This design comes from an exercise in tuning for small area on the open sky130 flow, not from production work. No run shown here included a check of the RTL's function; only the layout flow was run. Power is estimated from default activity; no workload was simulated.

==> flow/design.v, too long to show whole: its modules and the start of the top module <==
// module slide_puzzle: 55 lines
// module game: 85 lines
// module hex_decoder: 54 lines
// module clear: 34 lines
// module countDown: 41 lines
// module gameBoardDatapath: 45 lines
// module gameBoardFSM: 253 lines
// module gameBoardPart2: 28 lines
// module gameStateFSM: 230 lines
// module gameStateDatapath: 114 lines
// module gridDrawer: 33 lines
// module movementCounter: 34 lines
// module drawerCnt: 49 lines
// module glyph: 1877 lines
module slide_puzzle(
	input clk,
	input resetn,
	input [3: 0] KEY,
	output [7: 0] x,
	output [6: 0] y,
	output [2: 0] colour,
	output [6: 0] HEX0,
	output [6: 0] HEX1,
	output [6: 0] HEX2,
	output [6: 0] HEX3,
	output [6: 0] HEX4,
	output [6: 0] HEX5
);
  // ...
==> flow/run.sh <==
#!/bin/bash
# synth_recipe.tcl (not shown) runs the flow's synth.tcl, then flattens the netlist and writes it again
# the make line also repeats each setting of config.mk as NAME=value (left out here)
make -C /OpenROAD-flow-scripts/flow DESIGN_CONFIG=/design/flow/config.mk WORK_HOME=/design/flow/orfs CLKGATE_MAP_FILE= SYNTH_SCRIPT=/design/flow/synth_recipe.tcl finish
==> flow/config.mk <==
export PLATFORM = sky130hd
export DESIGN_NAME = slide_puzzle
export DESIGN_NICKNAME = slide_puzzle
export VERILOG_FILES = /design/flow/design.v
export SDC_FILE = /design/flow/constraint.sdc
export NUM_CORES = 8
export LEC_CHECK = 0
export ABC_AREA = 1
export CAP_MARGIN = 20
export CORE_MARGIN = 2
export CORE_UTILIZATION = 40
export SLEW_MARGIN = 20
==> flow/constraint.sdc <==
create_clock -name core_clock -period 20.0 [get_ports {clk}]
set_input_delay 4.0000 -clock core_clock [delete_from_list [all_inputs] [get_ports {clk}]]
set_output_delay 4.0000 -clock core_clock [all_outputs]
set_load 0.01 [all_outputs]
==> report_table.html, run 1 <==
<table>
<tr><th>Metric</th><th>Value</th></tr>
<tr><th colspan="2">Outcome</th></tr>
<tr><td>Status</td><td>timing/DRC/antenna clean</td></tr>
<tr><th colspan="2">Final layout</th></tr>
<tr><td>Clock Buffer Count</td><td>83</td></tr>
<tr><td>Non-Filler Instances</td><td>6407</td></tr>
<tr><td>Data-path buffer share of cell area in the final layout</td><td>2.29%</td></tr>
<tr><td>Seq. cell area</td><td>11300 µm²</td></tr>
<tr><td>Number of multi-input logic gates</td><td>3798</td></tr>
<tr><td>Number of inverters outside the clock class in the layout</td><td>735</td></tr>
<tr><th colspan="2">Synth</th></tr>
<tr><td>Main area contributors after synthesis</td><td>sky130_fd_sc_hd__dfxtp_1 (23%), sky130_fd_sc_hd__nand2_1 (11%), sky130_fd_sc_hd__edfxtp_1 (9.0%)</td></tr>
<tr><td>Leading cell types by count after synthesis</td><td>sky130_fd_sc_hd__nand2_1 (1033), sky130_fd_sc_hd__inv_1 (713), sky130_fd_sc_hd__nor2_1 (597), sky130_fd_sc_hd__o21ai_0 (452), sky130_fd_sc_hd__dfxtp_1 (406)</td></tr>
<tr><td>Share of synthesized registers carrying an async set or reset</td><td>0%</td></tr>
<tr><td>Count leader, synth</td><td>sky130_fd_sc_hd__nand2_1</td></tr>
<tr><th colspan="2">Global routing</th></tr>
<tr><td>Global-route wire length before repair</td><td>168 mm</td></tr>
<tr><td>Pin count of the biggest net entering global routing</td><td>66</td></tr>
<tr><td>Met3 Resource Use GR</td><td>2.51%</td></tr>
<tr><td>GRT Max-Usage Layer</td><td>met2</td></tr>
<tr><th colspan="2">Clocking</th></tr>
<tr><td>Clock root buffer</td><td>sky130_fd_sc_hd__clkbuf_16</td></tr>
<tr><td>Cells resized by post-CTS repair</td><td>0</td></tr>
<tr><td>Maximum count of clock buffers along a single path</td><td>3</td></tr>
<tr><th colspan="2">Timing</th></tr>
<tr><td>Total Neg Setup Slack</td><td>0 ns</td></tr>
<tr><th colspan="2">Die</th></tr>
<tr><td>Horizontal die dimension</td><td>300 µm</td></tr>
<tr><td>Total Die Area</td><td>89800 µm²</td></tr>
<tr><th colspan="2">Route</th></tr>
<tr><td>Number of violations reported at the end of detailed-routing iteration 0</td><td>3085</td></tr>
<tr><td>Number of nets with antenna violations after detailed routing</td><td>0</td></tr>
<tr><td>Highest signal layer in the routed design</td><td>met4</td></tr>
<tr><td>Post-detailed-route via-to-cell ratio</td><td>5.38</td></tr>
<tr><th colspan="2">Worst setup path</th></tr>
<tr><td>CP Launch Type</td><td>flip-flop</td></tr>
<tr><td>Critical Path Source</td><td>g0.g0.drawEZ$_SDFFE_PN0P_</td></tr>
<tr><th colspan="2">Pwr</th></tr>
<tr><td>Power in the clock group</td><td>0.00116 W</td></tr>
<tr><th colspan="2">Placed design</th></tr>
<tr><td>Post-placement worst setup slack</td><td>6.01 ns</td></tr>
</table>
==> module slide_puzzle, before the edit <==
module slide_puzzle(
	input clk,
	input resetn,
	input [3: 0] KEY,
	output [7: 0] x,
	output [6: 0] y,
	output [2: 0] colour,
	output [6: 0] HEX0,
	output [6: 0] HEX1,
	output [6: 0] HEX2,
	output [6: 0] HEX3,
	output [6: 0] HEX4,
	output [6: 0] HEX5
);
	wire ifInGame, ifGameOver, ifWin;
	wire [3: 0] minute, sec1, sec0, cnt1, cnt0;
	wire [5: 0] cnt2;
	reg [2: 0] go;
	always @(posedge clk)
	begin
		if (KEY[3] == 1'b0)
			go <= 3'b001;
		else if (KEY[2] == 1'b0)
			go <= 3'b010;
		else if (KEY[1] == 1'b0)
			go <= 3'b011;
		else if (KEY[0] == 1'b0)
			go <= 3'b100;
		else
			go <= 3'b000;
	end
	game g0(
		.clk(clk),
		.resetn(resetn),
		.go(go),
		.xOut(x),
		.yOut(y),
		.colourOut(colour),
		.minuteOut(minute),
		.sec1(sec1),
		.sec0(sec0),
		.cnt2(cnt2),
		.cnt1(cnt1),
		.cnt0(cnt0),
		.ifInGame(ifInGame),
		.ifGameOver(ifGameOver),
		.ifWin(ifWin)
	);
	hex_decoder h0(.hex_digit(sec0), .segments(HEX0), .ifInGame(ifInGame), .ifGameOver(ifGameOver), .ifWin(ifWin), .hexID(3'b000));
	hex_decoder h1(.hex_digit(sec1), .segments(HEX1), .ifInGame(ifInGame), .ifGameOver(ifGameOver), .ifWin(ifWin), .hexID(3'b001));
	hex_decoder h2(.hex_digit(minute), .segments(HEX2), .ifInGame(ifInGame), .ifGameOver(ifGameOver), .ifWin(ifWin), .hexID(3'b010));
	hex_decoder h3(.hex_digit(cnt0), .segments(HEX3), .ifInGame(ifInGame), .ifGameOver(ifGameOver), .ifWin(ifWin), .hexID(3'b011));
	hex_decoder h4(.hex_digit(cnt1), .segments(HEX4), .ifInGame(ifInGame), .ifGameOver(ifGameOver), .ifWin(ifWin), .hexID(3'b100));
	hex_decoder h5(.hex_digit(cnt2[3:0]), .segments(HEX5), .ifInGame(ifInGame), .ifGameOver(ifGameOver), .ifWin(ifWin), .hexID(3'b101));
endmodule
==> module gameBoardDatapath, before the edit <==
module gameBoardDatapath(
	input clk,
    input resetn,
	input [4: 0] moveTo,
	input [4: 0] moveFrom,
	input [63: 0] initialGameBoard,
	output ifWin,
	output reg [63: 0] blockState  
);
	wire [15: 0] bitState; 
	assign bitState[1] = (blockState[3: 0] == 4'b0001);
	assign bitState[2] = (blockState[7: 4] == 4'b0010);
	assign bitState[3] = (blockState[11: 8] == 4'b0011);
	assign bitState[4] = (blockState[15: 12] == 4'b0100);
	assign bitState[5] = (blockState[19: 16] == 4'b0101);
	assign bitState[6] = (blockState[23: 20] == 4'b0110);
	assign bitState[7] = (blockState[27: 24] == 4'b0111);
	assign bitState[8] = (blockState[31: 28] == 4'b1000);
	assign bitState[9] = (blockState[35: 32] == 4'b1001);
	assign bitState[10] = (blockState[39: 36] == 4'b1010);
	assign bitState[11] = (blockState[43: 40] == 4'b1011);
	assign bitState[12] = (blockState[47: 44] == 4'b1100);
	assign bitState[13] = (blockState[51: 48] == 4'b1101);
	assign bitState[14] = (blockState[55: 52] == 4'b1110);
	assign bitState[15] = (blockState[59: 56] == 4'b1111);
	wire fromValid = (moveFrom >= 5'd1) && (moveFrom <= 5'd16);
	wire toValid = (moveTo >= 5'd1) && (moveTo <= 5'd16);
	always @(posedge clk)
	begin
		if (resetn == 1'b0)
			begin
				blockState <= initialGameBoard;
			end
		else
			begin
				if (fromValid && blockState[(moveFrom-1)*4 +: 4] != 4'b0000)
				begin
					if (toValid)
						blockState[(moveTo-1)*4 +: 4] <= blockState[(moveFrom-1)*4 +: 4];
					blockState[(moveFrom-1)*4 +: 4] <= 4'b0000;
				end
			end
	end
	assign ifWin = & (bitState[15: 1]);
endmodule
==> module gameBoardFSM, before the edit <==
module gameBoardFSM(
    input clk,
    input resetn,
    input [2: 0] go,   
	input [5: 0] initialState,  
    output reg [4: 0] moveTo,
	output reg [4: 0] moveFrom
    );
    reg [5: 0] current_state, next_state, last_state, last_last_state; 
    localparam  S_1        	= 6'd1,
                S_2        	= 6'd2,
				S_3        	= 6'd3,
				S_4        	= 6'd4,
				S_5        	= 6'd5,
				S_6        	= 6'd6,
				S_7        	= 6'd7,
				S_8        	= 6'd8,
				S_9        	= 6'd9,
				S_10        = 6'd10,
				S_11        = 6'd11,
				S_12        = 6'd12,
				S_13        = 6'd13,
				S_14        = 6'd14,
				S_15        = 6'd15,
				S_16        = 6'd16,  
				S_1_WAIT   	= 6'd17,
                S_2_WAIT   	= 6'd18,
                S_3_WAIT   	= 6'd19,
                S_4_WAIT   	= 6'd20,
                S_5_WAIT   	= 6'd21,
				S_6_WAIT   	= 6'd22,
				S_7_WAIT   	= 6'd23,
				S_8_WAIT   	= 6'd24, 
				S_9_WAIT   	= 6'd25, 
				S_10_WAIT   = 6'd26, 
				S_11_WAIT   = 6'd27, 
				S_12_WAIT   = 6'd28, 
				S_13_WAIT   = 6'd29, 
				S_14_WAIT   = 6'd30, 
				S_15_WAIT   = 6'd31, 
				S_16_WAIT   = 6'd32,  
				UP			= 3'b001,
				DOWN		= 3'b010,
				LEFT		= 3'b011,
				RIGHT		= 3'b100;
    always@(posedge clk)
    begin: state_table 
            case (current_state)
                S_1:begin
						if (go == UP)
							next_state <= S_5_WAIT;
						else if (go == DOWN)
							next_state <= S_1_WAIT;
						else if (go == LEFT)
							next_state <= S_2_WAIT;
						else if (go == RIGHT)
							next_state <= S_1_WAIT;
					end
                S_1_WAIT: next_state <= (go != 3'b000) ? S_1_WAIT : S_1; 
                S_2:begin
						if (go == UP)
							next_state <= S_6_WAIT;
						else if (go == DOWN)
							next_state <= S_2_WAIT;
						else if (go == LEFT)
							next_state <= S_3_WAIT;
						else if (go == RIGHT)
							next_state <= S_1_WAIT;
					end
                S_2_WAIT: next_state <= (go != 3'b000) ? S_2_WAIT : S_2; 
                S_3:begin
						if (go == UP)
							next_state <= S_7_WAIT;
						else if (go == DOWN)
							next_state <= S_3_WAIT;
						else if (go == LEFT)
							next_state <= S_4_WAIT;
						else if (go == RIGHT)
							next_state <= S_2_WAIT;
					end
                S_3_WAIT: next_state <= (go != 3'b000) ? S_3_WAIT : S_3; 
                S_4:begin
						if (go == UP)
							next_state <= S_8_WAIT;
						else if (go == DOWN)
							next_state <= S_4_WAIT;
						else if (go == LEFT)
							next_state <= S_4_WAIT;
						else if (go == RIGHT)
							next_state <= S_3_WAIT;
					end
                S_4_WAIT: next_state <= (go != 3'b000) ? S_4_WAIT : S_4; 
				S_5:begin
						if (go == UP)
							next_state <= S_9_WAIT;
						else if (go == DOWN)
							next_state <= S_1_WAIT;
						else if (go == LEFT)
							next_state <= S_6_WAIT;
						else if (go == RIGHT)
							next_state <= S_5_WAIT;
					end
				S_5_WAIT: next_state <= (go != 3'b000) ? S_5_WAIT : S_5; 
				S_6:begin
						if (go == UP)
							next_state <= S_10_WAIT;
						else if (go == DOWN)
							next_state <= S_2_WAIT;
						else if (go == LEFT)
							next_state <= S_7_WAIT;
						else if (go == RIGHT)
							next_state <= S_5_WAIT;
					end
				S_6_WAIT: next_state <= (go != 3'b000) ? S_6_WAIT : S_6; 
				S_7:begin
						if (go == UP)
							next_state <= S_11_WAIT;
						else if (go == DOWN)
							next_state <= S_3_WAIT;
						else if (go == LEFT)
							next_state <= S_8_WAIT;
						else if (go == RIGHT)
							next_state <= S_6_WAIT;
					end
				S_7_WAIT: next_state <= (go != 3'b000) ? S_7_WAIT : S_7; 
				S_8:begin
						if (go == UP)
							next_state <= S_12_WAIT;
						else if (go == DOWN)
							next_state <= S_4_WAIT;
						else if (go == LEFT)
							next_state <= S_8_WAIT;
						else if (go == RIGHT)
							next_state <= S_7_WAIT;
					end
				S_8_WAIT: next_state <= (go != 3'b000) ? S_8_WAIT : S_8; 
				S_9:begin
						if (go == UP)
							next_state <= S_13_WAIT;
						else if (go == DOWN)
							next_state <= S_5_WAIT;
						else if (go == LEFT)
							next_state <= S_10_WAIT;
						else if (go == RIGHT)
							next_state <= S_9_WAIT;
					end
				S_9_WAIT: next_state <= (go != 3'b000) ? S_9_WAIT : S_9; 
				S_10:begin
						if (go == UP)
							next_state <= S_14_WAIT;
						else if (go == DOWN)
							next_state <= S_6_WAIT;
						else if (go == LEFT)
							next_state <= S_11_WAIT;
						else if (go == RIGHT)
							next_state <= S_9_WAIT;
					end
				S_10_WAIT: next_state <= (go != 3'b000) ? S_10_WAIT : S_10; 
				S_11:begin
						if (go == UP)
							next_state <= S_15_WAIT;
						else if (go == DOWN)
							next_state <= S_7_WAIT;
						else if (go == LEFT)
							next_state <= S_12_WAIT;
						else if (go == RIGHT)
							next_state <= S_10_WAIT;
					end
				S_11_WAIT: next_state <= (go != 3'b000) ? S_11_WAIT : S_11; 
				S_12:begin
						if (go == UP)
							next_state <= S_16_WAIT;
						else if (go == DOWN)
							next_state <= S_8_WAIT;
						else if (go == LEFT)
							next_state <= S_12_WAIT;
						else if (go == RIGHT)
							next_state <= S_11_WAIT;
					end
				S_12_WAIT: next_state <= (go != 3'b000) ? S_12_WAIT : S_12;
				S_13:begin
						if (go == UP)
							next_state <= S_13_WAIT;
						else if (go == DOWN)
							next_state <= S_9_WAIT;
						else if (go == LEFT)
							next_state <= S_14_WAIT;
						else if (go == RIGHT)
							next_state <= S_13_WAIT;
					end				
				S_13_WAIT: next_state <= (go != 3'b000) ? S_13_WAIT : S_13; 
				S_14:begin
						if (go == UP)
							next_state <= S_14_WAIT;
						else if (go == DOWN)
							next_state <= S_10_WAIT;
						else if (go == LEFT)
							next_state <= S_15_WAIT;
						else if (go == RIGHT)
							next_state <= S_13_WAIT;
					end
				S_14_WAIT: next_state <= (go != 3'b000) ? S_14_WAIT : S_14; 
				S_15:begin
						if (go == UP)
							next_state <= S_15_WAIT;
						else if (go == DOWN)
							next_state <= S_11_WAIT;
						else if (go == LEFT)
							next_state <= S_16_WAIT;
						else if (go == RIGHT)
							next_state <= S_14_WAIT;
					end
				S_15_WAIT: next_state <= (go != 3'b000) ? S_15_WAIT : S_15; 
				S_16:begin
						if (go == UP)
							next_state <= S_16_WAIT;
						else if (go == DOWN)
							next_state <= S_12_WAIT;
						else if (go == LEFT)
							next_state <= S_16_WAIT;
						else if (go == RIGHT)
							next_state <= S_15_WAIT;
					end
				S_16_WAIT: next_state <= (go != 3'b000) ? S_16_WAIT : S_16; 
				default: next_state <= initialState;
        endcase
    end  
    always @(posedge clk)
    begin: enable_signals
		moveFrom <= current_state[4: 0];		 
		moveTo <= last_last_state[4: 0]; 
    end  
    always @(posedge clk)
    begin: state_FFs
        if(!resetn)
			begin
				current_state <= initialState;
				last_state <= initialState;
				last_last_state <= initialState;
			end
        else
			begin
				if (current_state != next_state)
					begin
						last_state <= current_state;
						last_last_state <= last_state;
					end
				else
					last_state <= last_state;
				current_state <= next_state;
			end
    end  
endmodule
==> module gameStateFSM, before the edit <==
module gameStateFSM(
    input clk,
    input resetn,
    input [2: 0] go,
	input win, lose,
	output reg drawGrid, drawEZ, drawNORMAL, drawHARD, inGame, drawNum, gameOver, clear
);
	reg [3: 0] current_state, next_state;
	reg [7:0] counter;
	reg [3:0] slc;  
	reg [2:0] stc;  
	reg [6:0] flag;
    localparam DRAW_GRID_WAIT = 4'd0,
					DRAW_GRID = 4'd1,
					SELECT = 4'd2,
					DRAW_EZ_WAIT = 4'd3,
					DRAW_EZ = 4'd4,
					DRAW_NORMAL_WAIT = 4'd5,
					DRAW_NORMAL = 4'd6,
					DRAW_HARD_WAIT = 4'd7,
					DRAW_HARD = 4'd8,
					GAME_START = 4'd9,
					IN_GAME = 4'd10,
					DRAW_NUM_WAIT = 4'd11,
					DRAW_NUM = 4'd12,
					GAME_OVER = 4'd13,
					CLEAR_WAIT = 4'd14,
					CLEAR = 4'd15;
	always @(posedge clk)
	begin
		if (resetn == 0 || flag != {drawGrid, drawEZ, drawNORMAL, drawHARD, inGame, drawNum, clear})
			begin
				counter <= 0;
				slc <= 0;
				stc <= 0;
				flag <= {drawGrid, drawEZ, drawNORMAL, drawHARD, inGame, drawNum, clear};
			end
		else
			begin
				if (counter == 8'd200 && slc != 4'd15)
					begin
						counter <= 0;
						slc <= slc + 1;
					end
				else if (counter == 8'd200 && slc == 4'd15)
					begin
						counter <= 0;
						slc <= 0;
						stc <= stc + 1;
					end
				else
					begin
						counter <= counter + 1;
					end
			end
	end
	always@(posedge clk)
   begin
		case (current_state)
			DRAW_GRID_WAIT: next_state <= DRAW_GRID;
			DRAW_GRID:
				begin
					if (stc == 3'd1 && inGame == 0)
						next_state <= SELECT;
					else if (stc == 3'd1 && inGame == 1)
						next_state <= DRAW_NUM_WAIT;
					else
						next_state <= DRAW_GRID;
				end
			SELECT:
				begin
					if (go == 3'b001)
						begin
							next_state <= DRAW_EZ_WAIT;
						end
					else if (go == 3'b010)
						begin
							next_state <= DRAW_NORMAL_WAIT;
						end
					else if (go == 3'b100)
						begin
							next_state <= DRAW_HARD_WAIT;
						end
					else
						next_state <= SELECT;						
				end
			DRAW_EZ_WAIT: next_state <= DRAW_EZ;
			DRAW_EZ:
				begin
					if (stc == 3'd1)
						next_state <= GAME_START;
					else
						next_state <= DRAW_EZ;
				end
			DRAW_NORMAL_WAIT: next_state <= DRAW_NORMAL;
			DRAW_NORMAL:
				begin
					if (stc == 3'd1)
						next_state <= GAME_START;
					else
						next_state <= DRAW_NORMAL;
				end
			DRAW_HARD_WAIT: next_state <= DRAW_HARD;
			DRAW_HARD:
				begin
					if (stc == 3'd1)
						next_state <= GAME_START;
					else
						next_state <= DRAW_HARD;
				end
			GAME_START:
				begin
					if (go == 3'b000)
						next_state <= IN_GAME;
					else
						next_state <= GAME_START;
				end
			IN_GAME: 
				begin
					if (win == 1 || lose == 1)
						next_state <= GAME_OVER;
					else if (go != 3'b000)
						next_state <= CLEAR_WAIT;
					else
						next_state <= IN_GAME;
				end
			DRAW_NUM_WAIT: next_state <= DRAW_NUM;
			DRAW_NUM:
				begin
					if (stc == 3'd1 && go == 3'b000)
						next_state <= IN_GAME;
					else
						next_state <= DRAW_NUM;
				end
			GAME_OVER:
				begin
					if (go != 3'b000)
						begin
							next_state <= CLEAR_WAIT;
						end
					else
						next_state <= GAME_OVER;
				end
			CLEAR_WAIT: next_state <= (go != 3'b000) ? CLEAR_WAIT : CLEAR; 
			CLEAR:
				begin
					if (stc == 3'd5)
						begin
							next_state <= DRAW_GRID_WAIT;
						end
					else
						next_state <= CLEAR;
				end
		endcase
	end
	always@(posedge clk)
		begin
			if(!resetn)
				current_state <= CLEAR;
			else
				current_state <= next_state;
		end
	always @(posedge clk)
		begin
			if (resetn == 0)
				begin
					drawGrid <= 1'b0;
					drawEZ <= 1'b0;
					drawNORMAL <= 1'b0;
					drawHARD <= 1'b0;
					inGame <= 1'b0;
					drawNum <= 1'b0;
					gameOver <= 1'b0;
					clear <= 1'b0;
				end
			else
				begin
					case (current_state)
						DRAW_GRID_WAIT:
							begin
								clear <= 1'b0;
								drawGrid <= 1'b1;
							end
						SELECT:
							begin
								drawGrid <= 1'b0;
							end
						DRAW_EZ_WAIT:
							begin
								drawEZ <= 1'b1;
							end
						DRAW_NORMAL_WAIT:
							begin
								drawNORMAL <= 1'b1;
							end
						DRAW_HARD_WAIT:
							begin
								drawHARD <= 1'b1;
							end
						GAME_START:
							begin
								drawEZ <= 1'b0;
								drawNORMAL <= 1'b0;
								drawHARD <= 1'b0;
							end
						IN_GAME:
							begin
								inGame <= 1'b1;
								drawNum <= 1'b0;
							end
						DRAW_NUM_WAIT:
							begin
								drawGrid <= 1'b0;
								drawNum <= 1'b1;
							end
						GAME_OVER:
							begin
								inGame <= 1'b0;
								gameOver <= 1'b1;
							end
						CLEAR:
							begin
								drawNum <= 1'b0;
								gameOver <= 1'b0;
								clear <= 1'b1;
							end
				endcase
			end
		end
endmodule
==> module gameStateDatapath, before the edit <==
module gameStateDatapath(
	input clk, resetn,
	input drawGrid, drawEZ, drawNORMAL, drawHARD, drawNum, clear,
	input [63:0] numbers,
	output reg [2:0] colorOut,
	output reg [7:0] xOut,
	output reg [6:0] yOut,
	output reg [1:0] lvl  
	);
	wire [7: 0] gridXOut, clearXOut, numXOut;
	wire [6: 0] gridYOut, clearYOut, numYOut;
	wire [2: 0] gridColor, clearColor;
	gridDrawer g0(
		.clk(clk),
		.enable(drawGrid),
		.resetn(resetn),
		.colorOut(gridColor),
		.xOut(gridXOut),
		.yOut(gridYOut)
	);
	clear c0(
		.clk(clk),
		.enable(clear),
		.resetn(resetn),
		.colorOut(clearColor),
		.xOut(clearXOut),
		.yOut(clearYOut)
	);
	wire [64: 0] sEZ, sNORMAL, sHARD, sNum;
	drawerCnt d0(.clk(clk), .resetn(resetn), .enable(drawEZ), .state(sEZ));
	drawerCnt d1(.clk(clk), .resetn(resetn), .enable(drawNORMAL), .state(sNORMAL));
	drawerCnt d2(.clk(clk), .resetn(resetn), .enable(drawHARD), .state(sHARD));
	drawerCnt d3(.clk(clk), .resetn(resetn), .enable(drawNum), .state(sNum));
	reg fEZ, fNORMAL, fHARD;
	reg [3: 0] numNum;
	wire [3: 0] bNext = sNum[11:8] + 1'b1;
	always @(posedge clk)
	begin
		if (resetn == 1'b0)
			begin
				fEZ <= 1'b0;
				fNORMAL <= 1'b0;
				fHARD <= 1'b0;
				numNum <= 4'd0;
			end
		else
			begin
				if (drawEZ && sEZ[7:0] == 8'd199)
					fEZ <= 1'b1;
				if (drawNORMAL && sNORMAL[7:0] == 8'd199)
					fNORMAL <= 1'b1;
				if (drawHARD && sHARD[7:0] == 8'd199)
					fHARD <= 1'b1;
				if (drawNum && sNum[7:0] == 8'd199)
					numNum <= numbers[bNext*4 +: 4];
			end
	end
	localparam [63: 0] EZ = 64'b0000_1011_1110_1101_1111_1100_1010_1001_1000_0111_0110_0101_0100_0011_0010_0001;
	localparam [63: 0] NORMAL = 64'b0000_1011_1110_1101_1111_0111_1010_1001_1100_0110_0101_0001_1000_0100_0011_0010;
	localparam [63: 0] HARD = 64'b0000_0101_1010_1110_1111_0010_0011_1101_0100_1100_1000_0110_1001_0111_1011_0001;
	wire [64: 0] sSel = drawEZ ? sEZ : drawNORMAL ? sNORMAL : drawHARD ? sHARD : sNum;
	wire [3: 0] bSel = sSel[11:8];
	wire [3: 0] numSel = drawEZ ? (fEZ ? EZ[bSel*4 +: 4] : 4'd0) :
		drawNORMAL ? (fNORMAL ? NORMAL[bSel*4 +: 4] : 4'd0) :
		drawHARD ? (fHARD ? HARD[bSel*4 +: 4] : 4'd0) : numNum;
	glyph u0(.s(sSel), .number(numSel), .xOut(numXOut), .yOut(numYOut));
	always@(*)
	begin
		if (resetn == 0)
			begin
				xOut = 8'd0;
				yOut = 7'd0;
				colorOut = 3'd0;
			end
		else if (drawGrid == 1'b1)
			begin
				xOut = gridXOut;
				yOut = gridYOut;
				colorOut = gridColor;
			end
		else if (drawEZ | drawNORMAL | drawHARD | drawNum)
			begin
				xOut = numXOut;
				yOut = numYOut;
				colorOut = 3'b111;
			end
		else if (clear == 1'b1)
			begin
				xOut = clearXOut;
				yOut = clearYOut;
				colorOut = clearColor;
			end
		else
			begin
				xOut = 8'd0;
				yOut = 7'd0;
				colorOut = 3'b111;
			end
	end
	always@(posedge clk)
	begin
		if (resetn == 0)
			lvl <= 2'd0;
		else if (drawGrid == 1'b1)
			begin
			end
		else if (drawEZ == 1'b1)
			lvl <= 2'd1;
		else if (drawNORMAL == 1'b1)
			lvl <= 2'd2;
		else if (drawHARD == 1'b1)
			lvl <= 2'd3;
	end
endmodule
==> module drawerCnt, before the edit <==
module drawerCnt(clk, resetn, enable, state);
	input clk, resetn, enable;
	output [64: 0] state;
	reg [7: 0] c;
	reg [3: 0] b;
	reg [2: 0] k7;
	reg [5: 0] k51;
	reg [6: 0] k111;
	reg [7: 0] k141;
	reg [6: 0] k81;
	reg [6: 0] k101;
	reg [6: 0] k121;
	reg [7: 0] k131;
	always @(posedge clk)
	begin
		if (resetn == 1'b0)
			begin
				c <= 8'd0;
				b <= 4'd0;
				k7 <= 3'd0;
				k51 <= 6'd0;
				k111 <= 7'd0;
				k141 <= 8'd0;
				k81 <= 7'd0;
				k101 <= 7'd0;
				k121 <= 7'd0;
				k131 <= 8'd0;
			end
		else if (enable == 1'b1)
			begin
				if (c == 8'd199)
					begin
						c <= 8'd0;
						b <= b + 1'b1;
					end
				else
					c <= c + 1'b1;
				k7 <= (k7 == 3'd6) ? 3'd0 : k7 + 1'b1;
				k51 <= (k51 == 6'd50) ? 6'd0 : k51 + 1'b1;
				k111 <= (k111 == 7'd110) ? 7'd0 : k111 + 1'b1;
				k141 <= (k141 == 8'd140) ? 8'd0 : k141 + 1'b1;
				k81 <= (k81 == 7'd80) ? 7'd0 : k81 + 1'b1;
				k101 <= (k101 == 7'd100) ? 7'd0 : k101 + 1'b1;
				k121 <= (k121 == 7'd120) ? 7'd0 : k121 + 1'b1;
				k131 <= (k131 == 8'd130) ? 8'd0 : k131 + 1'b1;
			end
	end
	assign state = {k131, k121, k101, k81, k141, k111, k51, k7, b, c};
endmodule
==> inputs of run 2 (changes only) <==
--- a/flow/design.v
+++ b/flow/design.v
@@ -47,9 +47,9 @@
 		.ifWin(ifWin)
 	);
-	hex_decoder h0(.hex_digit(sec0), .segments(HEX0), .ifInGame(ifInGame), .ifGameOver(ifGameOver), .ifWin(ifWin), .hexID(3'b000));
-	hex_decoder h1(.hex_digit(sec1), .segments(HEX1), .ifInGame(ifInGame), .ifGameOver(ifGameOver), .ifWin(ifWin), .hexID(3'b001));
-	hex_decoder h2(.hex_digit(minute), .segments(HEX2), .ifInGame(ifInGame), .ifGameOver(ifGameOver), .ifWin(ifWin), .hexID(3'b010));
-	hex_decoder h3(.hex_digit(cnt0), .segments(HEX3), .ifInGame(ifInGame), .ifGameOver(ifGameOver), .ifWin(ifWin), .hexID(3'b011));
-	hex_decoder h4(.hex_digit(cnt1), .segments(HEX4), .ifInGame(ifInGame), .ifGameOver(ifGameOver), .ifWin(ifWin), .hexID(3'b100));
+	bcd_decoder h0(.hex_digit(sec0), .segments(HEX0), .ifInGame(ifInGame), .ifGameOver(ifGameOver), .ifWin(ifWin), .hexID(3'b000));
+	sec_decoder h1(.hex_digit(sec1), .segments(HEX1), .ifInGame(ifInGame), .ifGameOver(ifGameOver), .ifWin(ifWin), .hexID(3'b001));
+	bcd_decoder h2(.hex_digit(minute), .segments(HEX2), .ifInGame(ifInGame), .ifGameOver(ifGameOver), .ifWin(ifWin), .hexID(3'b010));
+	bcd_decoder h3(.hex_digit(cnt0), .segments(HEX3), .ifInGame(ifInGame), .ifGameOver(ifGameOver), .ifWin(ifWin), .hexID(3'b011));
+	bcd_decoder h4(.hex_digit(cnt1), .segments(HEX4), .ifInGame(ifInGame), .ifGameOver(ifGameOver), .ifWin(ifWin), .hexID(3'b100));
 	hex_decoder h5(.hex_digit(cnt2[3:0]), .segments(HEX5), .ifInGame(ifInGame), .ifGameOver(ifGameOver), .ifWin(ifWin), .hexID(3'b101));
 endmodule
@@ -193,4 +193,90 @@
 			segments = 7'h7f;
 endmodule
+module bcd_decoder(hex_digit, segments, ifInGame, ifGameOver, ifWin, hexID);
+	input [3:0] hex_digit;
+	input ifGameOver, ifInGame, ifWin;
+	input [2:0] hexID;
+	output reg [6:0] segments;
+	wire A = hex_digit[3], B = hex_digit[2], C = hex_digit[1], D = hex_digit[0];
+	wire [6:0] on;  
+	assign on[0] = A | (~B & ~D) | (B & D) | C;
+	assign on[1] = ~B | (~C & ~D) | (C & D);
+	assign on[2] = B | ~C | D;
+	assign on[3] = (~B & C) | (~B & ~D) | (B & ~C & D) | (C & ~D);
+	assign on[4] = (~B & ~D) | (C & ~D);
+	assign on[5] = A | (B & ~C) | (B & ~D) | (~C & ~D);
+	assign on[6] = A | (~B & C) | (B & ~C) | (B & ~D);
+	always @(*)
+		if (ifInGame == 1'b1)
+			segments = ~on;
+		else if (ifGameOver == 1'b1)
+		begin
+			if (ifWin == 1'b1)
+			begin
+				case(hexID)
+					3'b000: segments = 7'b010_0001;
+					3'b001: segments = 7'b010_0011;
+					3'b010: segments = 7'b010_0011;
+					3'b011: segments = 7'b001_1000;
+					default: segments = 7'h7f;
+				endcase
+			end
+			else
+			begin
+				case(hexID)
+					3'b000: segments = 7'b000_0110;
+					3'b001: segments = 7'b001_0010;
+					3'b010: segments = 7'b100_0000;
+					3'b011: segments = 7'b100_0111;
+					default: segments = 7'h7f;
+				endcase
+			end
+		end
+		else
+			segments = 7'h7f;
+endmodule
+module sec_decoder(hex_digit, segments, ifInGame, ifGameOver, ifWin, hexID);
+	input [3:0] hex_digit;
+	input ifGameOver, ifInGame, ifWin;
+	input [2:0] hexID;
+	output reg [6:0] segments;
+	wire A = hex_digit[3], B = hex_digit[2], C = hex_digit[1], D = hex_digit[0];
+	wire [6:0] on;  
+	assign on[0] = (~B & ~D) | (B & D) | C;
+	assign on[1] = ~B | ~D;
+	assign on[2] = ~C | D;
+	assign on[3] = (~B & ~D) | (B & D) | C;
+	assign on[4] = (~B & ~D);
+	assign on[5] = B | (~C & ~D);
+	assign on[6] = B | C;
+	always @(*)
+		if (ifInGame == 1'b1)
+			segments = ~on;
+		else if (ifGameOver == 1'b1)
+		begin
+			if (ifWin == 1'b1)
+			begin
+				case(hexID)
+					3'b000: segments = 7'b010_0001;
+					3'b001: segments = 7'b010_0011;
+					3'b010: segments = 7'b010_0011;
+					3'b011: segments = 7'b001_1000;
+					default: segments = 7'h7f;
+				endcase
+			end
+			else
+			begin
+				case(hexID)
+					3'b000: segments = 7'b000_0110;
+					3'b001: segments = 7'b001_0010;
+					3'b010: segments = 7'b100_0000;
+					3'b011: segments = 7'b100_0111;
+					default: segments = 7'h7f;
+				endcase
+			end
+		end
+		else
+			segments = 7'h7f;
+endmodule
 module clear(clk, enable, resetn, colorOut, xOut, yOut);
 	input clk, enable, resetn;
@@ -270,5 +356,5 @@
 module gameBoardDatapath(
 	input clk,
-    input resetn,
+	input resetn,
 	input [4: 0] moveTo,
 	input [4: 0] moveFrom,
@@ -277,275 +363,80 @@
 	output reg [63: 0] blockState  
 );
-	wire [15: 0] bitState; 
-	assign bitState[1] = (blockState[3: 0] == 4'b0001);
-	assign bitState[2] = (blockState[7: 4] == 4'b0010);
-	assign bitState[3] = (blockState[11: 8] == 4'b0011);
-	assign bitState[4] = (blockState[15: 12] == 4'b0100);
-	assign bitState[5] = (blockState[19: 16] == 4'b0101);
-	assign bitState[6] = (blockState[23: 20] == 4'b0110);
-	assign bitState[7] = (blockState[27: 24] == 4'b0111);
-	assign bitState[8] = (blockState[31: 28] == 4'b1000);
-	assign bitState[9] = (blockState[35: 32] == 4'b1001);
-	assign bitState[10] = (blockState[39: 36] == 4'b1010);
-	assign bitState[11] = (blockState[43: 40] == 4'b1011);
-	assign bitState[12] = (blockState[47: 44] == 4'b1100);
-	assign bitState[13] = (blockState[51: 48] == 4'b1101);
-	assign bitState[14] = (blockState[55: 52] == 4'b1110);
-	assign bitState[15] = (blockState[59: 56] == 4'b1111);
-	wire fromValid = (moveFrom >= 5'd1) && (moveFrom <= 5'd16);
-	wire toValid = (moveTo >= 5'd1) && (moveTo <= 5'd16);
+	wire [15: 0] fromSel, toSel;
+	genvar i;
+	generate
+		for (i = 0; i < 16; i = i + 1)
+		begin : sel
+			assign fromSel[i] = (moveFrom == i + 1);
+			assign toSel[i] = (moveTo == i + 1);
+		end
+	endgenerate
+	reg [3: 0] tile;
+	integer j;
+	always @(*)
+	begin
+		tile = 4'd0;
+		for (j = 0; j < 16; j = j + 1)
+			tile = tile | (blockState[j*4 +: 4] & {4{fromSel[j]}});
+	end
+	wire move = (tile != 4'd0);
+	integer k;
 	always @(posedge clk)
 	begin
 		if (resetn == 1'b0)
-			begin
-				blockState <= initialGameBoard;
-			end
-		else
-			begin
-				if (fromValid && blockState[(moveFrom-1)*4 +: 4] != 4'b0000)
+			blockState <= initialGameBoard;
+		else if (move)
+			for (k = 0; k < 16; k = k + 1)
 				begin
-					if (toValid)
-						blockState[(moveTo-1)*4 +: 4] <= blockState[(moveFrom-1)*4 +: 4];
-					blockState[(moveFrom-1)*4 +: 4] <= 4'b0000;
+					if (fromSel[k])
+						blockState[k*4 +: 4] <= 4'd0;
+					else if (toSel[k])
+						blockState[k*4 +: 4] <= tile;
 				end
-			end
 	end
-	assign ifWin = & (bitState[15: 1]);
+	assign ifWin = (blockState[59:0] == 60'hfedcba987654321);
 endmodule
 module gameBoardFSM(
-    input clk,
-    input resetn,
-    input [2: 0] go,   
+	input clk,
+	input resetn,
+	input [2: 0] go,   
 	input [5: 0] initialState,  
-    output reg [4: 0] moveTo,
+	output reg [4: 0] moveTo,
 	output reg [4: 0] moveFrom
-    );
-    reg [5: 0] current_state, next_state, last_state, last_last_state; 
-    localparam  S_1        	= 6'd1,
-                S_2        	= 6'd2,
-				S_3        	= 6'd3,
-				S_4        	= 6'd4,
-				S_5        	= 6'd5,
-				S_6        	= 6'd6,
-				S_7        	= 6'd7,
-				S_8        	= 6'd8,
-				S_9        	= 6'd9,
-				S_10        = 6'd10,
-				S_11        = 6'd11,
-				S_12        = 6'd12,
-				S_13        = 6'd13,
-				S_14        = 6'd14,
-				S_15        = 6'd15,
-				S_16        = 6'd16,  
-				S_1_WAIT   	= 6'd17,
-                S_2_WAIT   	= 6'd18,
-                S_3_WAIT   	= 6'd19,
-                S_4_WAIT   	= 6'd20,
-                S_5_WAIT   	= 6'd21,
-				S_6_WAIT   	= 6'd22,
-				S_7_WAIT   	= 6'd23,
-				S_8_WAIT   	= 6'd24, 
-				S_9_WAIT   	= 6'd25, 
-				S_10_WAIT   = 6'd26, 
-				S_11_WAIT   = 6'd27, 
-				S_12_WAIT   = 6'd28, 
-				S_13_WAIT   = 6'd29, 
-				S_14_WAIT   = 6'd30, 
-				S_15_WAIT   = 6'd31, 
-				S_16_WAIT   = 6'd32,  
-				UP			= 3'b001,
-				DOWN		= 3'b010,
-				LEFT		= 3'b011,
-				RIGHT		= 3'b100;
-    always@(posedge clk)
-    begin: state_table 
-            case (current_state)
-                S_1:begin
-						if (go == UP)
-							next_state <= S_5_WAIT;
-						else if (go == DOWN)
-							next_state <= S_1_WAIT;
-						else if (go == LEFT)
-							next_state <= S_2_WAIT;
-						else if (go == RIGHT)
-							next_state <= S_1_WAIT;
-					end
-                S_1_WAIT: next_state <= (go != 3'b000) ? S_1_WAIT : S_1; 
-                S_2:begin
-						if (go == UP)
-							next_state <= S_6_WAIT;
-						else if (go == DOWN)
-							next_state <= S_2_WAIT;
-						else if (go == LEFT)
-							next_state <= S_3_WAIT;
-						else if (go == RIGHT)
-							next_state <= S_1_WAIT;
-					end
-                S_2_WAIT: next_state <= (go != 3'b000) ? S_2_WAIT : S_2; 
-                S_3:begin
-						if (go == UP)
-							next_state <= S_7_WAIT;
-						else if (go == DOWN)
-							next_state <= S_3_WAIT;
-						else if (go == LEFT)
-							next_state <= S_4_WAIT;
-						else if (go == RIGHT)
-							next_state <= S_2_WAIT;
-					end
-                S_3_WAIT: next_state <= (go != 3'b000) ? S_3_WAIT : S_3; 
-                S_4:begin
-						if (go == UP)
-							next_state <= S_8_WAIT;
-						else if (go == DOWN)
-							next_state <= S_4_WAIT;
-						else if (go == LEFT)
-							next_state <= S_4_WAIT;
-						else if (go == RIGHT)
-							next_state <= S_3_WAIT;
-					end
-                S_4_WAIT: next_state <= (go != 3'b000) ? S_4_WAIT : S_4; 
-				S_5:begin
-						if (go == UP)
-							next_state <= S_9_WAIT;
-						else if (go == DOWN)
-							next_state <= S_1_WAIT;
-						else if (go == LEFT)
-							next_state <= S_6_WAIT;
-						else if (go == RIGHT)
-							next_state <= S_5_WAIT;
-					end
-				S_5_WAIT: next_state <= (go != 3'b000) ? S_5_WAIT : S_5; 
-				S_6:begin
-						if (go == UP)
-							next_state <= S_10_WAIT;
-						else if (go == DOWN)
-							next_state <= S_2_WAIT;
-						else if (go == LEFT)
-							next_state <= S_7_WAIT;
-						else if (go == RIGHT)
-							next_state <= S_5_WAIT;
-					end
-				S_6_WAIT: next_state <= (go != 3'b000) ? S_6_WAIT : S_6; 
-				S_7:begin
-						if (go == UP)
-							next_state <= S_11_WAIT;
-						else if (go == DOWN)
-							next_state <= S_3_WAIT;
-						else if (go == LEFT)
-							next_state <= S_8_WAIT;
-						else if (go == RIGHT)
-							next_state <= S_6_WAIT;
-					end
-				S_7_WAIT: next_state <= (go != 3'b000) ? S_7_WAIT : S_7; 
-				S_8:begin
-						if (go == UP)
-							next_state <= S_12_WAIT;
-						else if (go == DOWN)
-							next_state <= S_4_WAIT;
-						else if (go == LEFT)
-							next_state <= S_8_WAIT;
-						else if (go == RIGHT)
-							next_state <= S_7_WAIT;
-					end
-				S_8_WAIT: next_state <= (go != 3'b000) ? S_8_WAIT : S_8; 
-				S_9:begin
-						if (go == UP)
-							next_state <= S_13_WAIT;
-						else if (go == DOWN)
-							next_state <= S_5_WAIT;
-						else if (go == LEFT)
-							next_state <= S_10_WAIT;
-						else if (go == RIGHT)
-							next_state <= S_9_WAIT;
-					end
-				S_9_WAIT: next_state <= (go != 3'b000) ? S_9_WAIT : S_9; 
-				S_10:begin
-						if (go == UP)
-							next_state <= S_14_WAIT;
-						else if (go == DOWN)
-							next_state <= S_6_WAIT;
-						else if (go == LEFT)
-							next_state <= S_11_WAIT;
-						else if (go == RIGHT)
-							next_state <= S_9_WAIT;
-					end
-				S_10_WAIT: next_state <= (go != 3'b000) ? S_10_WAIT : S_10; 
-				S_11:begin
-						if (go == UP)
-							next_state <= S_15_WAIT;
-						else if (go == DOWN)
-							next_state <= S_7_WAIT;
-						else if (go == LEFT)
-							next_state <= S_12_WAIT;
-						else if (go == RIGHT)
-							next_state <= S_10_WAIT;
-					end
-				S_11_WAIT: next_state <= (go != 3'b000) ? S_11_WAIT : S_11; 
-				S_12:begin
-						if (go == UP)
-							next_state <= S_16_WAIT;
-						else if (go == DOWN)
-							next_state <= S_8_WAIT;
-						else if (go == LEFT)
-							next_state <= S_12_WAIT;
-						else if (go == RIGHT)
-							next_state <= S_11_WAIT;
-					end
-				S_12_WAIT: next_state <= (go != 3'b000) ? S_12_WAIT : S_12;
-				S_13:begin
-						if (go == UP)
-							next_state <= S_13_WAIT;
-						else if (go == DOWN)
-							next_state <= S_9_WAIT;
-						else if (go == LEFT)
-							next_state <= S_14_WAIT;
-						else if (go == RIGHT)
-							next_state <= S_13_WAIT;
-					end				
-				S_13_WAIT: next_state <= (go != 3'b000) ? S_13_WAIT : S_13; 
-				S_14:begin
-						if (go == UP)
-							next_state <= S_14_WAIT;
-						else if (go == DOWN)
-							next_state <= S_10_WAIT;
-						else if (go == LEFT)
-							next_state <= S_15_WAIT;
-						else if (go == RIGHT)
-							next_state <= S_13_WAIT;
-					end
-				S_14_WAIT: next_state <= (go != 3'b000) ? S_14_WAIT : S_14; 
-				S_15:begin
-						if (go == UP)
-							next_state <= S_15_WAIT;
-						else if (go == DOWN)
-							next_state <= S_11_WAIT;
-						else if (go == LEFT)
-							next_state <= S_16_WAIT;
-						else if (go == RIGHT)
-							next_state <= S_14_WAIT;
-					end
-				S_15_WAIT: next_state <= (go != 3'b000) ? S_15_WAIT : S_15; 
-				S_16:begin
-						if (go == UP)
-							next_state <= S_16_WAIT;
-						else if (go == DOWN)
-							next_state <= S_12_WAIT;
-						else if (go == LEFT)
-							next_state <= S_16_WAIT;
-						else if (go == RIGHT)
-							next_state <= S_15_WAIT;
-					end
-				S_16_WAIT: next_state <= (go != 3'b000) ? S_16_WAIT : S_16; 
-				default: next_state <= initialState;
-        endcase
-    end  
-    always @(posedge clk)
-    begin: enable_signals
-		moveFrom <= current_state[4: 0];		 
-		moveTo <= last_last_state[4: 0]; 
-    end  
-    always @(posedge clk)
-    begin: state_FFs
-        if(!resetn)
+	);
+	reg [5: 0] current_state, next_state, last_state, last_last_state;
+	wire isPos = (current_state >= 6'd1) && (current_state <= 6'd16);
+	wire isWait = (current_state >= 6'd17) && (current_state <= 6'd32);
+	wire [3: 0] p = current_state[3:0] - 1'b1;  
+	reg [3: 0] q;
+	always @(*)
+	begin
+		case (go)
+			3'b001: q = (p[3:2] != 2'd3) ? p + 4'd4 : p;  
+			3'b010: q = (p[3:2] != 2'd0) ? p - 4'd4 : p;  
+			3'b011: q = (p[1:0] != 2'd3) ? p + 4'd1 : p;  
+			default: q = (p[1:0] != 2'd0) ? p - 4'd1 : p;  
+		endcase
+	end
+	always @(posedge clk)
+	begin
+		if (isPos)
+			begin
+				if (go >= 3'b001 && go <= 3'b100)
+					next_state <= 6'd17 + q;
+			end
+		else if (isWait)
+			next_state <= (go != 3'b000) ? current_state : current_state - 6'd16;
+		else
+			next_state <= initialState;
+	end
+	always @(posedge clk)
+	begin
+		moveFrom <= current_state[4: 0];
+		moveTo <= last_last_state[4: 0];
+	end
+	always @(posedge clk)
+	begin
+		if (!resetn)
 			begin
 				current_state <= initialState;
@@ -553,5 +444,5 @@
 				last_last_state <= initialState;
 			end
-        else
+		else
 			begin
 				if (current_state != next_state)
@@ -560,9 +451,7 @@
 						last_last_state <= last_state;
 					end
-				else
-					last_state <= last_state;
 				current_state <= next_state;
 			end
-    end  
+	end
 endmodule
 module gameBoardPart2(
@@ -605,5 +494,6 @@
 	reg [3:0] slc;  
 	reg [2:0] stc;  
-	reg [6:0] flag;
+	reg chg;  
+	reg nGrid, nEZ, nNORMAL, nHARD, nInGame, nNum, nOver, nClear;
     localparam DRAW_GRID_WAIT = 4'd0,
 					DRAW_GRID = 4'd1,
@@ -624,10 +514,9 @@
 	always @(posedge clk)
 	begin
-		if (resetn == 0 || flag != {drawGrid, drawEZ, drawNORMAL, drawHARD, inGame, drawNum, clear})
+		if (resetn == 0 || chg)
 			begin
 				counter <= 0;
 				slc <= 0;
 				stc <= 0;
-				flag <= {drawGrid, drawEZ, drawNORMAL, drawHARD, inGame, drawNum, clear};
 			end
 		else
@@ -756,16 +645,18 @@
 				current_state <= next_state;
 		end
-	always @(posedge clk)
+	always @(*)
 		begin
+			{nGrid, nEZ, nNORMAL, nHARD, nInGame, nNum, nOver, nClear} =
+				{drawGrid, drawEZ, drawNORMAL, drawHARD, inGame, drawNum, gameOver, clear};
 			if (resetn == 0)
 				begin
-					drawGrid <= 1'b0;
-					drawEZ <= 1'b0;
-					drawNORMAL <= 1'b0;
-					drawHARD <= 1'b0;
-					inGame <= 1'b0;
-					drawNum <= 1'b0;
-					gameOver <= 1'b0;
-					clear <= 1'b0;
+					nGrid = 1'b0;
+					nEZ = 1'b0;
+					nNORMAL = 1'b0;
+					nHARD = 1'b0;
+					nInGame = 1'b0;
+					nNum = 1'b0;
+					nOver = 1'b0;
+					nClear = 1'b0;
 				end
 			else
@@ -774,53 +665,60 @@
 						DRAW_GRID_WAIT:
 							begin
-								clear <= 1'b0;
-								drawGrid <= 1'b1;
+								nClear = 1'b0;
+								nGrid = 1'b1;
 							end
 						SELECT:
 							begin
-								drawGrid <= 1'b0;
+								nGrid = 1'b0;
 							end
 						DRAW_EZ_WAIT:
 							begin
-								drawEZ <= 1'b1;
+								nEZ = 1'b1;
 							end
 						DRAW_NORMAL_WAIT:
 							begin
-								drawNORMAL <= 1'b1;
+								nNORMAL = 1'b1;
 							end
 						DRAW_HARD_WAIT:
 							begin
-								drawHARD <= 1'b1;
+								nHARD = 1'b1;
 							end
 						GAME_START:
 							begin
-								drawEZ <= 1'b0;
-								drawNORMAL <= 1'b0;
-								drawHARD <= 1'b0;
+								nEZ = 1'b0;
+								nNORMAL = 1'b0;
+								nHARD = 1'b0;
 							end
 						IN_GAME:
 							begin
-								inGame <= 1'b1;
-								drawNum <= 1'b0;
+								nInGame = 1'b1;
+								nNum = 1'b0;
 							end
 						DRAW_NUM_WAIT:
 							begin
-								drawGrid <= 1'b0;
-								drawNum <= 1'b1;
+								nGrid = 1'b0;
+								nNum = 1'b1;
 							end
 						GAME_OVER:
 							begin
-								inGame <= 1'b0;
-								gameOver <= 1'b1;
+								nInGame = 1'b0;
+								nOver = 1'b1;
 							end
 						CLEAR:
 							begin
-								drawNum <= 1'b0;
-								gameOver <= 1'b0;
-								clear <= 1'b1;
+								nNum = 1'b0;
+								nOver = 1'b0;
+								nClear = 1'b1;
 							end
 				endcase
 			end
 		end
+	always @(posedge clk)
+		begin
+			{drawGrid, drawEZ, drawNORMAL, drawHARD, inGame, drawNum, gameOver, clear} <=
+				{nGrid, nEZ, nNORMAL, nHARD, nInGame, nNum, nOver, nClear};
+			chg <= {nGrid, nEZ, nNORMAL, nHARD, nInGame, nNum, nClear} !=
+				{drawGrid, drawEZ, drawNORMAL, drawHARD, inGame, drawNum, clear};
+		end
 endmodule
 module gameStateDatapath(
@@ -884,9 +782,12 @@
 	localparam [63: 0] NORMAL = 64'b0000_1011_1110_1101_1111_0111_1010_1001_1100_0110_0101_0001_1000_0100_0011_0010;
 	localparam [63: 0] HARD = 64'b0000_0101_1010_1110_1111_0010_0011_1101_0100_1100_1000_0110_1001_0111_1011_0001;
-	wire [64: 0] sSel = drawEZ ? sEZ : drawNORMAL ? sNORMAL : drawHARD ? sHARD : sNum;
+	wire pEZ = drawEZ;
+	wire pNORMAL = ~drawEZ & drawNORMAL;
+	wire pHARD = ~drawEZ & ~drawNORMAL & drawHARD;
+	wire pNum = ~drawEZ & ~drawNORMAL & ~drawHARD;
+	wire [64: 0] sSel = ({65{pEZ}} & sEZ) | ({65{pNORMAL}} & sNORMAL) | ({65{pHARD}} & sHARD) | ({65{pNum}} & sNum);
 	wire [3: 0] bSel = sSel[11:8];
-	wire [3: 0] numSel = drawEZ ? (fEZ ? EZ[bSel*4 +: 4] : 4'd0) :
-		drawNORMAL ? (fNORMAL ? NORMAL[bSel*4 +: 4] : 4'd0) :
-		drawHARD ? (fHARD ? HARD[bSel*4 +: 4] : 4'd0) : numNum;
+	wire [3: 0] numSel = ({4{pEZ & fEZ}} & EZ[bSel*4 +: 4]) | ({4{pNORMAL & fNORMAL}} & NORMAL[bSel*4 +: 4]) |
+		({4{pHARD & fHARD}} & HARD[bSel*4 +: 4]) | ({4{pNum}} & numNum);
 	glyph u0(.s(sSel), .number(numSel), .xOut(numXOut), .yOut(numYOut));
 	always@(*)
@@ -1018,37 +919,17 @@
 	reg [6: 0] k121;
 	reg [7: 0] k131;
+	wire endc = enable & (c == 8'd199);
 	always @(posedge clk)
 	begin
-		if (resetn == 1'b0)
-			begin
-				c <= 8'd0;
-				b <= 4'd0;
-				k7 <= 3'd0;
-				k51 <= 6'd0;
-				k111 <= 7'd0;
-				k141 <= 8'd0;
-				k81 <= 7'd0;
-				k101 <= 7'd0;
-				k121 <= 7'd0;
-				k131 <= 8'd0;
-			end
-		else if (enable == 1'b1)
-			begin
-				if (c == 8'd199)
-					begin
-						c <= 8'd0;
-						b <= b + 1'b1;
-					end
-				else
-					c <= c + 1'b1;
-				k7 <= (k7 == 3'd6) ? 3'd0 : k7 + 1'b1;
-				k51 <= (k51 == 6'd50) ? 6'd0 : k51 + 1'b1;
-				k111 <= (k111 == 7'd110) ? 7'd0 : k111 + 1'b1;
-				k141 <= (k141 == 8'd140) ? 8'd0 : k141 + 1'b1;
-				k81 <= (k81 == 7'd80) ? 7'd0 : k81 + 1'b1;
-				k101 <= (k101 == 7'd100) ? 7'd0 : k101 + 1'b1;
-				k121 <= (k121 == 7'd120) ? 7'd0 : k121 + 1'b1;
-				k131 <= (k131 == 8'd130) ? 8'd0 : k131 + 1'b1;
-			end
+		c <= (resetn == 1'b0 || endc) ? 8'd0 : c + enable;
+		b <= (resetn == 1'b0) ? 4'd0 : b + endc;
+		k7 <= (resetn == 1'b0 || (enable && k7 == 3'd6)) ? 3'd0 : k7 + enable;
+		k51 <= (resetn == 1'b0 || (enable && k51 == 6'd50)) ? 6'd0 : k51 + enable;
+		k111 <= (resetn == 1'b0 || (enable && k111 == 7'd110)) ? 7'd0 : k111 + enable;
+		k141 <= (resetn == 1'b0 || (enable && k141 == 8'd140)) ? 8'd0 : k141 + enable;
+		k81 <= (resetn == 1'b0 || (enable && k81 == 7'd80)) ? 7'd0 : k81 + enable;
+		k101 <= (resetn == 1'b0 || (enable && k101 == 7'd100)) ? 7'd0 : k101 + enable;
+		k121 <= (resetn == 1'b0 || (enable && k121 == 7'd120)) ? 7'd0 : k121 + enable;
+		k131 <= (resetn == 1'b0 || (enable && k131 == 8'd130)) ? 8'd0 : k131 + enable;
 	end
 	assign state = {k131, k121, k101, k81, k141, k111, k51, k7, b, c};
==> report_table.html, run 2 <==
<table>
<tr><th>Metric</th><th>Value</th></tr>
<tr><th colspan="2">Outcome</th></tr>
<tr><td>Status</td><td>timing/DRC/antenna clean</td></tr>
<tr><th colspan="2">Clocking</th></tr>
<tr><td>H-Tree Level Count</td><td>2</td></tr>
<tr><td>Buffers inserted by post-CTS timing repair</td><td>0</td></tr>
<tr><td>Maximum count of clock buffers along a single path</td><td>3 (unchanged)</td></tr>
<tr><td>Hold buffers post-CTS</td><td>0</td></tr>
<tr><td>Total clock sinks</td><td>477</td></tr>
<tr><td>Cells resized by post-CTS repair</td><td>0 (unchanged)</td></tr>
<tr><td>Clock insertion delay at the later pin of the skew report</td><td>0.63 ns</td></tr>
<tr><td>Clock root buffer</td><td>sky130_fd_sc_hd__clkbuf_16</td></tr>
<tr><td>Number of buffers created by CTS</td><td>54</td></tr>
<tr><td>Clock transition at path regs</td><td>0.06 ns</td></tr>
<tr><td>Clock tree from TritonCTS</td><td>built</td></tr>
<tr><th colspan="2">Final layout</th></tr>
<tr><td>Area growth from synthesis to layout</td><td>11.4%</td></tr>
<tr><td>Registers with the most flip-flops</td><td>g0.g1.d0.blockState: 64 flops, g0.c0.cnt: 10 flops</td></tr>
<tr><td>Finished Core Util</td><td>45.1%</td></tr>
<tr><td>Post-layout nets</td><td>4660</td></tr>
<tr><td>Most used cells in the layout excluding fill and tap cells</td><td>sky130_fd_sc_hd__nand2_1 (824), sky130_fd_sc_hd__inv_1 (622), sky130_fd_sc_hd__nor2_1 (610)</td></tr>
<tr><td>Register containing the most flip-flops in the final layout</td><td>g0.g1.d0.blockState</td></tr>
<tr><td>Most common library cell in the layout ignoring fill and taps</td><td>sky130_fd_sc_hd__nand2_1</td></tr>
<tr><td>Share of cells above drive strength 1</td><td>5.32%</td></tr>
<tr><td>Non-Filler Instances</td><td>5520 (-14%)</td></tr>
<tr><td>Max FFs per register</td><td>64</td></tr>
<tr><td>Diodes inserted</td><td>0</td></tr>
<tr><th colspan="2">Pwr</th></tr>
<tr><td>Clock power share</td><td>38.2%</td></tr>
<tr><td>Net switching power</td><td>0.000807 W</td></tr>
<tr><td>Internal portion of total power</td><td>0.00180 W</td></tr>
<tr><td>Part of the power in combinational logic</td><td>17.7%</td></tr>
<tr><td>Power density normalized to cell area</td><td>76.1 nW/µm²</td></tr>
<tr><td>Fraction of power consumed by sequential logic</td><td>44.2%</td></tr>
<tr><td>Worst supply voltage drop on vdd</td><td>0.0000675 V</td></tr>
<tr><td>Switch share</td><td>30.9%</td></tr>
<tr><td>Static leakage</td><td>14.5 nW</td></tr>
<tr><th colspan="2">Worst setup path</th></tr>
<tr><td>Cell with the largest stage delay on the worst path</td><td>sky130_fd_sc_hd__clkdlybuf4s50_1</td></tr>
<tr><td>Reg2reg start</td><td>g0.g0.inGame$_DFF_P_</td></tr>
<tr><td>Worst EP required</td><td>16.00 ns</td></tr>
<tr><td>Worst setup path category</td><td>reg2out</td></tr>
<tr><td>CP most frequent cell</td><td>sky130_fd_sc_hd__nand2_1</td></tr>
<tr><td>Top Family by Delay on Critical Path</td><td>simple AND/OR/NAND/NOR gates</td></tr>
<tr><td>Number of cells traversed by the worst register-to-register path</td><td>16</td></tr>
<tr><td>Worst reg2reg setup slack</td><td>15.95 ns</td></tr>
<tr><td>CP Launch Type</td><td>flip-flop</td></tr>
<tr><td>Slowest Stage Delay on Critical Path</td><td>0.59 ns</td></tr>
<tr><td>Crit path max fanout</td><td>31</td></tr>
<tr><td>Critical Path End Type</td><td>output port</td></tr>
<tr><td>Arrival time worst endpoint</td><td>10.34 ns</td></tr>
<tr><td>Combined buffer and inverter count along the critical path</td><td>7</td></tr>
<tr><th colspan="2">Timing</th></tr>
<tr><td>Total Neg Setup Slack</td><td>0 ns (unchanged)</td></tr>
<tr><td>Unrepaired setup endpoints after global routing</td><td>no</td></tr>
<tr><td>Peak clock frequency supported by timing</td><td>0.0697 GHz</td></tr>
<tr><td>Final critical-path setup slack</td><td>5.66 ns</td></tr>
<tr><td>Final critical-path required period</td><td>14.34 ns</td></tr>
<tr><td>Final worst clock skew</td><td>0.0426 ns</td></tr>
<tr><td>Slew of the pin with the lowest slew margin</td><td>1.13 ns</td></tr>
<tr><td>Final hold violation count</td><td>0</td></tr>
<tr><td>Tcrit/Tclk final</td><td>71.7%</td></tr>
<tr><td>Final Slew Violations</td><td>0</td></tr>
<tr><td>Final setup violation count</td><td>0</td></tr>
<tr><td>Slew HR</td><td>23.8%</td></tr>
<tr><th colspan="2">Global routing</th></tr>
<tr><td>Number of antenna violations at the first check in global routing</td><td>0</td></tr>
<tr><td>Vias in the first global route</td><td>26800</td></tr>
<tr><td>Pin count of the biggest net entering global routing</td><td>47 (-29%)</td></tr>
<tr><td>All-layer global routing usage</td><td>21.4%</td></tr>
<tr><td>Global route total overflow</td><td>0</td></tr>
<tr><td>Global-route wire length before repair</td><td>139 mm (-17%)</td></tr>
<tr><th colspan="2">Min path</th></tr>
<tr><td>Worst Hold End</td><td>g0.g1.f0.moveTo[4]$_DFF_P_</td></tr>
<tr><td>Class of the most critical hold timing path</td><td>reg2reg</td></tr>
<tr><td>Worst Hold Launch</td><td>g0.g1.f0.last_last_state[4]$_DFFE_PP_</td></tr>
<tr><td>Worst hold path cell count</td><td>0</td></tr>
<tr><th colspan="2">Synth</th></tr>
<tr><td>Yosys warnings</td><td>14</td></tr>
<tr><td>Distinct cells, synth</td><td>68</td></tr>
<tr><td>Leading cell types by count after synthesis</td><td>sky130_fd_sc_hd__nand2_1 (824), sky130_fd_sc_hd__inv_1 (623), sky130_fd_sc_hd__nor2_1 (611), sky130_fd_sc_hd__dfxtp_1 (379), sky130_fd_sc_hd__o21ai_0 (268)</td></tr>
<tr><td>Synth Cell Area</td><td>30800 µm²</td></tr>
<tr><td>Number of instances in the synthesized netlist</td><td>4400</td></tr>
<tr><td>Proportion of netlist area held by the largest area contributor</td><td>24.6%</td></tr>
<tr><td>Main area contributors after synthesis</td><td>sky130_fd_sc_hd__dfxtp_1 (25%), sky130_fd_sc_hd__nand2_1 (10%), sky130_fd_sc_hd__edfxtp_1 (9.6%)</td></tr>
<tr><td>Share of synthesized registers carrying an async set or reset</td><td>0% (unchanged)</td></tr>
<tr><td>Count leader, synth</td><td>sky130_fd_sc_hd__nand2_1</td></tr>
<tr><td>Count of state elements after synthesis</td><td>477</td></tr>
<tr><td>Share of synthesized area occupied by flip-flops and latches</td><td>34.2%</td></tr>
<tr><td>Count of flip-flops with a built-in enable after synthesis</td><td>98</td></tr>
<tr><td>Mean instance size in the synthesized netlist</td><td>7.00 µm²</td></tr>
<tr><td>Post-synth top flop</td><td>sky130_fd_sc_hd__dfxtp_1</td></tr>
<tr><td>Total nets after synthesis</td><td>4614</td></tr>
<tr><td>Dominant cell type by area after synthesis</td><td>sky130_fd_sc_hd__dfxtp_1</td></tr>
<tr><th colspan="2">Die</th></tr>
<tr><td>Starting Density</td><td>40.5%</td></tr>
<tr><td>Horizontal die dimension</td><td>281 µm (-6.1%)</td></tr>
<tr><td>Top-Level Pins</td><td>66</td></tr>
<tr><td>Die height</td><td>281 µm</td></tr>
<tr><td>Row count</td><td>101</td></tr>
<tr><td>Total Die Area</td><td>79200 µm² (-12%)</td></tr>
<tr><td>Core region area</td><td>76100 µm²</td></tr>
<tr><th colspan="2">Route</th></tr>
<tr><td>Number of violations reported at the end of detailed-routing iteration 0</td><td>2288 (-26%)</td></tr>
<tr><td>Post-detailed-route via-to-cell ratio</td><td>5.24 (-2.5%)</td></tr>
<tr><td>Number of vias in the routed layout</td><td>28900</td></tr>
<tr><td>Routed length per instance</td><td>15.6 µm</td></tr>
<tr><td>Total wirelength of the detailed-routed design</td><td>85.9 mm</td></tr>
<tr><td>DR DRC count</td><td>0</td></tr>
<tr><td>Number of nets with antenna violations after detailed routing</td><td>0 (unchanged)</td></tr>
<tr><td>1st-pass router iterations</td><td>6</td></tr>
<tr><th colspan="2">Run</th></tr>
<tr><td>Max-Cap Viols</td><td>0</td></tr>
<tr><th colspan="2">Placed design</th></tr>
<tr><td>Post-DP HPWL</td><td>62.9 mm</td></tr>
<tr><td>Number of buffer cells added on primary ports</td><td>65</td></tr>
<tr><td># placed instances</td><td>5420</td></tr>
<tr><td>Routability Congestion</td><td>0.971</td></tr>
<tr><td>Post-placement worst setup slack</td><td>6.40 ns (+0.396 ns)</td></tr>
</table>
[run 2: cell count changes in the layout (fill, tap and decap cells not counted), moves of 16 or more]
cell                       previous run  this run
sky130_fd_sc_hd__o21ai_0            452       268
sky130_fd_sc_hd__inv_1              712       622
sky130_fd_sc_hd__nor3_1             168       111
sky130_fd_sc_hd__o22ai_1             46        29
sky130_fd_sc_hd__nand3_1            297       256
sky130_fd_sc_hd__a21oi_1            395       257
sky130_fd_sc_hd__a211oi_1            33        16
sky130_fd_sc_hd__dfxtp_1            402       376
sky130_fd_sc_hd__nand2_1           1033       824
sky130_fd_sc_hd__nor3b_1             37        72
sky130_fd_sc_hd__o21ai_1              9        25
[run 2: per-layer routing]
| metal | vias to the layer above | track usage [%] | part of all wire [%] |
|---|---|---|---|
| met4 | 0 | 7.05 | 2.8 |
| met2 | 749 | 35.6 | 45 |
| met3 | 156 | 2.64 | 5.0 |
| met5 | - | 0 | 0 |
| met1 | 13300 | 28.7 | 47 |
| li1 | 14800 | - | - |
[run 2: final cells by class]
| class | instances | area (µm²) |
|---|---|---|
| flip-flops and latches | 477 | 10500 |
| clock buffers | 77 | 1540 |
| repair buffers | 95 | 871 |
| fillers | 7879 | 41800 |
| clock inverters | 23 | 244 |
| multi-input cells | 3170 | 17400 |
| inverters | 648 | 2430 |
| well taps | 1030 | 1290 |
[run 2: worst max-delay path by stage]
stage | start | to | depth (start not counted)
after global routing | g0.g0.drawEZ$_DFF_P_ | y[5] | 53
final | g0.g0.drawNORMAL$_DFF_P_ | y[5] | 52
after global placement | g0.g0.drawEZ$_DFF_P_ | y[5] | 53
after detailed placement | g0.g0.drawEZ$_DFF_P_ | y[5] | 53
after floorplan | g0.g0.drawEZ$_DFF_P_ | y[5] | 54
after CTS | g0.g0.drawNORMAL$_DFF_P_ | y[5] | 54
[run 2: cells by family (layout without fill, tap and decap cells)]
kind of cell	after synthesis	in the layout	share of synthesized area (%)
AOI/OAI and AO/OA	784	784	14.8
buffers and inverters	753	843	9.56
and+or+nand+nor	2095	2095	30.4
muxes	1	1	0.0366
DFF	477	477	34.2
adders and majority gates	208	208	8.72
xor gates and xnor gates	82	82	2.33
[run 2: power by group through the flow]
stage / registers (W) / logic [W] / clock network, W
6_report: 0.00115 / 0.000461 / 0.000996
5_1_grt: 0.00116 / 0.000524 / 0.00106
4_1_cts: 0.00115 / 0.000462 / 0.00103
3_5_place_dp: 0.00117 / 0.000459 / 0
3_3_place_gp: 0.00117 / 0.000458 / 0
2_1_floorplan: 0.00114 / 0.000312 / 0
[run 2: through the flow]
step                power (W)  area (µm²)  hold WS, ns
floorplan             0.00146       30800        0.323
global placement      0.00163       32500        0.332
detailed placement    0.00163       32500        0.328
CTS                   0.00264       34300        0.339
global route          0.00275       34300        0.346
finish                0.00261       34300        0.338

==> port drivers added, routing unchanged <==
Ports are ideal in the flow. The routed layouts listed here were re-timed in OpenROAD. Step 1 sets driving cells, clkbuf_16 on the clock port and buf_2 on the other inputs (assumed; they add their load-dependent delay and slew). Step 2 times the ports against the registers' clock, not the clock port: input delays grow and output delays shrink by t, the midpoint of the rising clock arrivals with the driver on. Slacks: ideal / step 1 / step 2; pairs: ideal / step 1.
| run | t (ns) | slack for setup (ns) | slew at the worst register clock pin (ns) |
|---|---|---|---|
| run 1 | 0.697 | 5.177 / 5.111 / 5.808 | 0.06 / 0.06 |
| run 2 | 0.680 | 5.660 / 5.594 / 6.274 | 0.07 / 0.07 |
After both steps every run listed still meets setup and hold.
